What follows belongs to an exercise in optimizing a design on an open flow for small area, a short achievable clock period and few clock cycles; a production flow would make more cautious choices. Only the layout flow was run in this run; the RTL was not checked for function there. No activity file was given, so power comes from the tool's default toggle rates.

<file path="flow/config.mk">
export PLATFORM = sky130hd
export DESIGN_NAME = ARM
export DESIGN_NICKNAME = ARM
export VERILOG_FILES = /design/flow/design.v
export SDC_FILE = /design/flow/constraint.sdc
export NUM_CORES = 4
export LEC_CHECK = 0
export CAP_MARGIN = 20
export CORE_MARGIN = 2
export CORE_UTILIZATION = 40
export SLEW_MARGIN = 20
</file>
<file path="flow/constraint.sdc">
create_clock -name core_clock -period 20.0 [get_ports {clk}]
set_input_delay 4.0000 -clock core_clock [delete_from_list [all_inputs] [get_ports {clk}]]
set_output_delay 4.0000 -clock core_clock [all_outputs]
set_load 0.01 [all_outputs]
</file>
<file path="flow/design.v">
module ARM(clk, rst, inst_addr, inst_data, data_addr, data_wdata, data_we, data_re, data_rdata);
    input clk, rst;
    output [31:0] inst_addr;
    input  [31:0] inst_data;
    output [31:0] data_addr, data_wdata;
    output data_we, data_re;
    input  [31:0] data_rdata;
    reg [31:0] pc;
    reg [31:0] ir;
    reg [3:0]  ra2;               
    reg        e_v;
    reg        fZ, fC, fN, fV;
    reg [31:0] m_res, m_wd;
    reg [3:0]  m_dst;
    reg        m_wb, m_ld, m_st;
    wire [31:0] rf_q [0:15];
    wire [31:0] wb_val = m_ld ? data_rdata : m_res;
    genvar gi;
    generate
        for (gi = 0; gi < 15; gi = gi + 1) begin : g_rf
            reg [31:0] r;
            always @(posedge clk or posedge rst)
                if (rst) r <= gi;
                else if (m_wb && m_dst == gi) r <= wb_val;
            assign rf_q[gi] = r;
        end
    endgenerate
    assign rf_q[15] = pc;
    wire [3:0] cond = ir[31:28];
    wire is_dp  = ir[27:26] == 2'b00;
    wire is_mem = ir[27:26] == 2'b01;
    wire is_br  = ir[27:26] == 2'b10;
    wire I      = ir[25];
    wire [3:0] opc = ir[24:21];
    wire S      = ir[20];
    wire [3:0] rn = ir[19:16];
    wire [3:0] rd = ir[15:12];
    wire is_ld  = is_mem & ir[20];
    wire is_st  = is_mem & ~ir[20];
    wire op_and = opc == 4'b0000, op_eor = opc == 4'b0001, op_sub = opc == 4'b0010,
         op_add = opc == 4'b0100, op_adc = opc == 4'b0101, op_sbc = opc == 4'b0110,
         op_tst = opc == 4'b1000, op_cmp = opc == 4'b1010, op_orr = opc == 4'b1100,
         op_mov = opc == 4'b1101, op_mvn = opc == 4'b1111;
    wire dp_wb   = is_dp & (op_and | op_eor | op_sub | op_add | op_adc | op_sbc | op_orr | op_mov | op_mvn);
    wire uses_rn = is_mem | (is_dp & ~op_mov & ~op_mvn);
    wire uses_rm = is_dp & ~I & ~ir[4];
    reg cond_ok;
    always @(*) begin
        case (cond)
            4'd0:  cond_ok = fZ;
            4'd1:  cond_ok = ~fZ;
            4'd2:  cond_ok = fC;
            4'd3:  cond_ok = ~fC;
            4'd4:  cond_ok = fN;
            4'd5:  cond_ok = ~fN;
            4'd6:  cond_ok = fV;
            4'd7:  cond_ok = ~fV;
            4'd8:  cond_ok = fC & ~fZ;
            4'd9:  cond_ok = ~fC | fZ;
            4'd10: cond_ok = fN == fV;
            4'd11: cond_ok = fN != fV;
            4'd12: cond_ok = ~fZ & (fN == fV);
            4'd13: cond_ok = fZ | (fN != fV);
            4'd14: cond_ok = 1'b1;
            default: cond_ok = 1'b0;
        endcase
    end
    wire stall = e_v & m_ld & ((uses_rn & (rn == m_dst)) | (uses_rm & (ra2 == m_dst)));
    wire fwd_a = m_wb & (m_dst == rn);
    wire fwd_b = m_wb & (m_dst == ra2);
    wire [31:0] val_a = fwd_a ? m_res : rf_q[rn];
    wire [31:0] val_b = fwd_b ? m_res : rf_q[ra2];
    wire [31:0] st_data = (m_ld & (m_dst == ra2)) ? data_rdata : val_b;
    wire [4:0] sh   = ir[11:7];
    wire [1:0] styp = ir[6:5];
    wire [4:0] ramt = I ? {ir[11:8], 1'b0} : ((styp == 2'b00) ? (5'd0 - sh) : sh);
    wire [31:0] rin = I ? {24'd0, ir[7:0]} : val_b;
    wire [63:0] rdbl = {rin, rin} >> ramt;
    wire [31:0] rot = rdbl[31:0];
    wire [31:0] ones = 32'hFFFFFFFF;
    wire [31:0] hi_m = ~(ones >> sh);           
    wire [31:0] lo_m = ~(ones << sh);           
    wire [31:0] shifted =
        (I | styp == 2'b11) ? rot :
        (styp == 2'b00) ? (rot & ~lo_m) :
        (styp == 2'b01) ? (rot & ~hi_m) :
                          ((rot & ~hi_m) | (hi_m & {32{val_b[31]}}));
    wire [31:0] op2 = is_mem ? {{20{ir[11]}}, ir[11:0]} :
                      (~I & ir[4]) ? 32'd0 : shifted;
    wire sub  = is_dp & (op_sub | op_sbc | op_cmp);
    wire arith = is_mem | (is_dp & (op_sub | op_sbc | op_cmp | op_add | op_adc));
    wire cin  = (is_dp & (op_adc | op_sbc)) ? fC : sub;
    wire [31:0] bx = op2 ^ {32{sub}};
    wire [32:0] sum = {1'b0, val_a} + {1'b0, bx} + {32'd0, cin};
    reg [31:0] logic_res;
    always @(*) begin
        case (opc)
            4'b0000, 4'b1000: logic_res = val_a & op2;
            4'b0001:          logic_res = val_a ^ op2;
            4'b1100:          logic_res = val_a | op2;
            4'b1101:          logic_res = op2;
            4'b1111:          logic_res = ~op2;
            default:          logic_res = 32'd0;
        endcase
    end
    wire [31:0] res = arith ? sum[31:0] : logic_res;
    wire nC = arith & (sum[32] ^ sub);
    wire nV = arith & (val_a[31] == bx[31]) & (sum[31] != val_a[31]);
    wire nN = res[31];
    wire nZ = ~|res;
    wire exec  = e_v & cond_ok & ~stall;
    wire br_tk = e_v & cond_ok & is_br;
    wire [31:0] br_target = pc + {{6{ir[23]}}, ir[23:0], 2'b00};
    assign inst_addr  = pc;
    assign data_addr  = m_res;
    assign data_wdata = m_wd;
    assign data_we    = m_st;
    assign data_re    = m_ld;
    always @(posedge clk or posedge rst) begin
        if (rst) begin
            pc <= 32'd0;
            e_v <= 1'b0;
            fZ <= 1'b0; fC <= 1'b0; fN <= 1'b0; fV <= 1'b0;
            m_wb <= 1'b0; m_ld <= 1'b0; m_st <= 1'b0;
        end else begin
            if (br_tk) begin
                pc <= br_target;
                e_v <= 1'b0;
            end else if (!stall) begin
                pc <= pc + 32'd4;
                e_v <= 1'b1;
            end
            if (exec & is_dp & S) begin
                fZ <= nZ; fC <= nC; fN <= nN; fV <= nV;
            end
            m_wb <= exec & (dp_wb | is_ld);
            m_ld <= exec & is_ld;
            m_st <= exec & is_st;
        end
    end
    always @(posedge clk) begin
        if (!stall) begin
            ir  <= inst_data;
            ra2 <= (inst_data[27:26] == 2'b01 && !inst_data[20]) ? inst_data[15:12] : inst_data[3:0];
        end
        m_res <= res;
        m_wd  <= st_data;
        m_dst <= rd;
    end
endmodule
</file>
<file path="flow/run.sh">
#!/bin/bash
# synth_recipe.tcl (not shown) runs the flow's synth.tcl, then flattens the netlist and writes it again
# the make line also repeats each setting of config.mk as NAME=value (left out here)
make -C /OpenROAD-flow-scripts/flow DESIGN_CONFIG=/design/flow/config.mk WORK_HOME=/design/flow/orfs CLKGATE_MAP_FILE= SYNTH_SCRIPT=/design/flow/synth_recipe.tcl finish
</file>
==> flow_summary.toml <==
[status]
status = "no timing/DRC/antenna violations"

[setup_path]
cp.required_ns = 20.57
cpLargestDelayFamily = "compound AO/OA/AOI/OAI gates"
path_class = "register to register"
crit_path_start = "ra2[1]"
slowest_delay_ns = 1.00
crit_arrival_ns = 10.86
crit_path_end_kind = "register"
critPathSlowestCell = "nor2b_1"
crit_path_frequent_cell = "o21ai_0"
cp-start-kind = "register"
r2r_slack_ns = 9.70
reg2reg_depth = 31
rr_startpoint = "ra2[1]"
reg2reg_to = "fZ"
critPathMaxFanout = 67
path_buf_inv = 2

[route]
wl_mm = 218
wl_met1_mm = 83.0
num_vias = 43200
via_per_inst = 6.87
drt-initial-drc-count = 6503
wl_per_cell_um = 34.6
wl_met3_mm = 32.1
antenna_left = 0
dr.pass1.iters = 9
wl_met2_mm = 86.6
remaining_drc_errors = 0
top_layer = "met5"

[grt]
grt_antenna_before_repair = 20
grt_max_degree = 125
overflow = 0
grt_pass1_vias = 39600
grt_pass1_wl_mm = 304
grt_usage_pct = 40.6

[clocking]
cts_setup_buffers = 0
cts_tree = "yes"
cts-hold-fix-buffers = 0
clock_path_buffers = 3
cts_sinks = 622
htree_levels = 3
insertion_delay_ns = 0.68
cts-root-buf = "clkbuf_16"
cts_inserted_buffers = 74
cts-resized-gates = 0
clk_pin_slew_ns = 0.06

[placed_design]
dp_cells = 6141
routabilityCongestion = 1.07
place_area_um2 = 44200
io_buffers = 161
dp_hpwl_mm = 151

[min_path]
min_path_cells = 0
worst_hold_path.endpoint = "m_dst[3]"
worstHoldStart = "ir[15]"
hp-class = "register to register"

[logic_synthesis]
syn_area_um2 = 41000
ys.flop_type = "dfrtp_1"
yosysMostFrequentCell = "nor2_1"
synth_top_area_share_pct = 29.9
async_reset_ff_share_pct = 83.3
synth_area_leaders = "dfrtp_1, a21oi_1, nor2_1"
synth.avg_cell_area_um2 = 8.45
synth_edf_count = 36
yosysWarnings = 1
ys_seq_elements = 622
synth_top_cell_by_area = "dfrtp_1"
synthCells = 4849
synth.distinct_cells = 110
yosysSeqAreaShare_pct = 37.7
synth_common_cells = "nor2_1, a21oi_1, dfrtp_1"

[timing]
rsz0062_at_grt = "false"
setup_viol = 0
fin_crit_sh_pct = 51.5
setup_tns_ns = 0
fmax_ghz = 0.0971
finalHoldViolations = 0
maxSlewViolCount = 0
max_slew.worst_pin.slew_ns = 1.24
fin_crit_ns = 10.30
finClkSkew_ns = 0.0374
maxSlewHeadroom_pct = 17.3

[final_layout]
final_area_um2 = 46700
drive_above_1_share_pct = 10.9
finalNonFillerCells = 6285
nets = 5049
syn_to_final_growth_pct = 14.0

[power_and_ir_drop]
powerDensity_nw_per_um2 = 119
ir_worst_vdd_v = 0.0000692
switchingPower_mw = 2.35
static-leakage-power_nw = 18.8
netSwitchingFraction_pct = 42.4
seqPwrFrac_pct = 38.2
p_int_mw = 3.19
clock_power_share_pct = 25.1
power.share.combinational_pct = 36.7

[floorplanning]
die_w_um = 324
start_util_pct = 40.3
core_area_um2 = 102000
die_h_um = 324
fp-row-count = 117
dieArea_um2 = 105000
num_io_pins = 164

[flow_run]
max_cap_violations = 0
how the worst max path moves through the flow:
| stage | to | slack, ns | cells past startpoint |
|---|---|---|---|
| 2_1_floorplan | e_v | 1.58 | 1 |
| 3_3_place_gp | fZ | 10.22 | 31 |
| 3_5_place_dp | fZ | 10.16 | 31 |
| 4_1_cts | fZ | 10.14 | 31 |
| 5_1_grt | fZ | 9.22 | 31 |
| 6_report | fZ | 9.70 | 31 |
power by group through the flow:
stage	Sequential, mW	Clock (mW)	Combinational, mW
after detailed placement	2.09	0	1.94
after floorplan	1.91	0	1.14
after CTS	2.07	1.39	1.95
final	2.11	1.39	2.03
after global placement	2.10	0	1.92
after global routing	2.13	1.44	2.15
flip-flops by register name, summed over array words and instances (netlist names):
register  cells
e_v           1
ra2           4
fC            1
m_wd         32
m_res        32
fV            1
ir           32
m_ld          1
fN            1
fZ            1
m_dst         4
pc           30
m_st          1
m_wb          1
g_rf.r      480
cell families after synthesis:
| logic type | count (synthesis) | synth area share (%) |
|---|---|---|
| AO/OA/AOI/OAI | 1772 | 28.4 |
| XOR/XNOR | 94 | 2.01 |
| adder cells (fa/ha/maj) | 131 | 4.05 |
| buffers and inverters | 523 | 5.44 |
| flip-flops | 622 | 37.7 |
| multiplexers | 175 | 4.70 |
| other | 1 | 0.00915 |
| AND/OR/NAND/NOR | 1531 | 17.7 |
layer usage:
layer,global-route usage (%),vias to the layer above
li1,-,17900
met1,52.9,21000
met2,55.6,3371
met3,17.0,847
met4,23.9,20
met5,0,-
cell usage in the layout (no fill, tap or decap), types with 29 or more instances in the layout:
master	n
buf_4	172
o211ai_1	29
nand3_1	128
mux2_2	61
nand2b_1	42
edfxtp_1	36
a22oi_1	260
and2_1	42
o21ai_0	346
xor2_1	33
a22o_1	53
nor3_1	56
inv_1	103
clkdlybuf4s50_1	161
dfrtp_1	489
clkbuf_16	78
ha_1	128
nand2_1	411
xnor2_1	57
and3_1	51
nor2_1	511
o22ai_1	42
a31oi_1	52
a21o_1	31
a21oi_1	525
a221oi_1	58
mux2i_1	95
dfxtp_1	68
nand4_1	60
final cells by class:
cell class | count | area [µm²]
fill | 9949 | 55000
multi-input combinational | 3705 | 23700
sequential | 622 | 15400
timing repair buffer | 337 | 2980
clock buffer | 107 | 2190
tap | 1368 | 1710
inverter | 112 | 428
clock inverter | 27 | 248
antenna | 7 | 17.5
stage by stage:
stage                     worst slack [ns]  total power, mW  utilization, %  hold slack (ns)
final                                 9.70             5.54            45.9            0.372
after global routing                  9.22             5.73            45.9            0.388
after CTS                            10.14             5.42            45.8            0.374
after detailed placement             10.16             4.03            43.4            0.360
after global placement               10.22             4.01            43.4            0.361
after floorplan                       1.58             3.05               -            0.339

## afterwards: timing with drivers on the ports
Ports are ideal in the flow. The routed layout listed here was re-timed in OpenROAD. Step 1, drivers: a clkbuf_16 drives clk and a buf_2 each remaining input, both assumed. Step 2 times the ports against the registers' clock, not the clock port: input delays grow and output delays shrink by t, the midpoint of the rising clock arrivals with the driver on. a / b / c = ideal / step 1 / step 2; a / b = the first two.
t (ns): 0.736
setup slack, ns: 9.703 / 9.703 / 9.703
clock arrival spread, ns: 0.039 / 0.039
worst data-port slew with drivers (ns): 0.12
After both steps this run still meets setup and hold. The setup slack of this run moves by 0.000 ns with the drivers and by 0.000 ns with both steps.
